Source: an optimization exercise on an open RTL-to-GDS flow (aim: small area). Production flows keep margins and buffers that such runs may drop. RTL that was checked went through simulation tests only; none was proved equivalent to the original. Power and IR drop assume default switching activity.

try-garnet:
// Segway
module Segway(clk,RST_n,INERT_SS_n,INERT_MOSI,
              INERT_SCLK,INERT_MISO,A2D_SS_n,A2D_MOSI,A2D_SCLK,
              A2D_MISO,PWM_rev_rght,PWM_frwrd_rght,PWM_rev_lft,
              PWM_frwrd_lft,INT,RX);
Size in the first run: ~16 I/O pins, ~16000 µm² of cells after synthesis.
==> flow/config.mk <==
export PLATFORM = sky130hd
export DESIGN_NAME = Segway
export DESIGN_NICKNAME = Segway
export VERILOG_FILES = /design/flow/design.v
export SDC_FILE = /design/flow/constraint.sdc
export NUM_CORES = 4
export LEC_CHECK = 0
export CAP_MARGIN = 20
export CORE_MARGIN = 2
export CORE_UTILIZATION = 70
export CTS_BUF_LIST = sky130_fd_sc_hd__clkbuf_8
export GPL_TIMING_DRIVEN = 0
export PLACE_DENSITY = 0.85
export SLEW_MARGIN = 20
==> flow/constraint.sdc <==
create_clock -name core_clock -period 16.0 [get_ports {clk}]
set_input_delay 3.2000 -clock core_clock [delete_from_list [all_inputs] [get_ports {clk}]]
set_output_delay 3.2000 -clock core_clock [all_outputs]
set_load 0.01 [all_outputs]
standard.sh (not shown) runs the stock make flow with config.mk's settings and CLKGATE_MAP_FILE= SYNTH_SCRIPT=/design/flow/synth_recipe.tcl, a recipe that flattens the netlist after the stock synthesis.
==> flow/flow/run.sh <==
#!/bin/bash
# Standard layout flow; only the clock tree options differ: no dummy loads
# are added to balance the clock tree, and leaf buffers are clkbuf_8.
set -e
export CTS_ARGS="-sink_clustering_enable -repair_clock_nets -dont_use_dummy_load -buf_list sky130_fd_sc_hd__clkbuf_8 -sink_clustering_size 16 -sink_clustering_max_diameter 60"
bash standard.sh > standard.log 2>&1
try-garnet finished every step from synthesis to the final layout, and the layout passed the timing, DRC and antenna checks.
--- input diff try-garnet..try-amber ---
- changing CORE_UTILIZATION from 70 to 60
- changing PLACE_DENSITY from 0.85 to 0.75
Findings:
try-amber packs its core more loosely than try-garnet.
try-amber vs try-garnet — peak supply drop dropped by more than a quarter
Design area (lower): try-garnet
In the tables for try-amber and try-garnet, met1 track demand over resource in global routing reads lower with try-amber.
Starting density of the core (higher): try-garnet
try-amber vs try-garnet — total die area climbed by more than 10%
The faster design of the two is try-amber; try-garnet tops out lower.
Looking at final worst setup slack, try-amber sits above try-garnet.
For try-yarrow, these inputs were changed with respect to try-amber:
--- a/flow/flow/run.sh
+++ b/flow/flow/run.sh
@@ -5 +5 @@
-export CTS_ARGS="-sink_clustering_enable -repair_clock_nets -dont_use_dummy_load -buf_list sky130_fd_sc_hd__clkbuf_8 -sink_clustering_size 16 -sink_clustering_max_diameter 60"
+export CTS_ARGS="-sink_clustering_enable -repair_clock_nets -dont_use_dummy_load -buf_list sky130_fd_sc_hd__clkbuf_16 -sink_clustering_size 25 -sink_clustering_max_diameter 60"
Notes after the runs:
In the reports for try-amber and try-yarrow, the smaller clock skew belongs to try-yarrow. Against try-amber, try-yarrow reports a final critical path time including I/O delays and setup that is higher. try-yarrow -> try-amber: number of logic stages on the critical path including buffering delta 0, exact match. In the flow results for try-amber and try-yarrow, the worst hold-check slack is larger on try-yarrow. Power: try-yarrow draws more than try-amber. Taking try-amber as the reference point, the initial detailed-routing violation count of try-yarrow falls by 85. try-amber and try-yarrow ended up with nearly the same count of placed standard cells in the final layout, fillers left out. Looking only at number of clock buffers in the layout, and setting everything else aside, the lower value of try-amber and try-yarrow goes to try-yarrow. Setup slack (try-yarrow over try-amber): decrease, 0.082 ns.


== job 2200 ==
Segway, a different RTL version from the one above (not shown whole).
Size: about 1,500 cells after synthesis, about 240 flip-flops, ~16 I/O pins.
Design Segway, start of the top module:
module Segway(clk,RST_n,INERT_SS_n,INERT_MOSI,
              INERT_SCLK,INERT_MISO,A2D_SS_n,A2D_MOSI,A2D_SCLK,
              A2D_MISO,PWM_rev_rght,PWM_frwrd_rght,PWM_rev_lft,
              PWM_frwrd_lft,INT,RX);
make LEC_CHECK=0 CAP_MARGIN=20 CORE_MARGIN=2 CORE_UTILIZATION=60 CTS_CLUSTER_DIAMETER=60 CTS_CLUSTER_SIZE=24 GPL_TIMING_DRIVEN=0 PLACE_DENSITY=0.75 SLEW_MARGIN=20 finish   # period 16.0 ns
run.sh (not shown) runs the stock make flow with config.mk's settings and CLKGATE_MAP_FILE= SYNTH_SCRIPT=/design/flow/synth_recipe.tcl, a recipe that flattens the netlist after the stock synthesis.
Stock flow here: none of the scripts above is used.
What job 8293 does differently from job 2200 at the input level:
- CTS_BUF_LIST now sky130_fd_sc_hd__clkbuf_8, previously not set
- CTS_CLUSTER_SIZE no longer set, was 24
- CTS_CLUSTER_DIAMETER no longer set, was 60
==> comparison <==
- Diff job 2200 -> job 8293 | post-route clock period utilization | decrease of 0.64 points
- Job 8293 ends up with higher fraction of power consumed by the clock network than job 2200 does.
- Job 8293 vs job 2200 on largest net degree at the start of global routing: job 8293 is the lower one.
- Any difference in core occupancy in the finished layout between job 8293 and job 2200 is small enough to ignore.
- Fmax ends up lower on job 2200.
Function was not checked in any run of this note: the RTL went through the layout flow alone.


Segway, a different RTL version from the one above (not shown whole).
Size in the first run: about 1500 cells after synthesis, ~230 flip-flops, ~16 I/O pins, about 16000 sq um of cells after synthesis.
Settings: LEC_CHECK=0, CAP_MARGIN=20, CORE_MARGIN=2, CORE_UTILIZATION=60, CTS_BUF_LIST=sky130_fd_sc_hd__clkbuf_8, GPL_TIMING_DRIVEN=0, PLACE_DENSITY=0.75, SLEW_MARGIN=20; clock period 16.0 ns.
standard.sh (not shown) runs the stock make flow with config.mk's settings and CLKGATE_MAP_FILE= SYNTH_SCRIPT=/design/flow/synth_recipe.tcl, a recipe that flattens the netlist after the stock synthesis.
==> flow/flow/run.sh <==
#!/bin/bash
# Standard layout flow; only the clock tree options differ: no dummy loads
# are added to balance the clock tree, and leaf buffers are clkbuf_8.
set -e
export CTS_ARGS="-sink_clustering_enable -repair_clock_nets -dont_use_dummy_load -buf_list sky130_fd_sc_hd__clkbuf_8 -sink_clustering_size 16 -sink_clustering_max_diameter 60"
bash standard.sh > standard.log 2>&1
==> next run, changes <==
==> flow/flow/run.sh (replaced) <==
#!/bin/bash
# Standard layout flow; only the clock tree options differ: no dummy loads
# are added to balance the clock tree, and leaf buffers are clkbuf_8.
set -e
export CTS_ARGS="-sink_clustering_enable -repair_clock_nets -dont_use_dummy_load -buf_list sky130_fd_sc_hd__clkbuf_8 -sink_clustering_size 20 -sink_clustering_max_diameter 60"
bash standard.sh > standard.log 2>&1
After rerunning:
- The changed run went through all stages and came out clean
- flip-flop and latch count does not change
- worst setup slack loses 0.0035 ns
- count of clock-buffer cells in the layout fell by 1
- clock power is lower by a few percent
- cell count is about the same
- utilization is about the same
- total power drops slightly
- register-to-register slack loses 0.03 ns
- via count is about the same
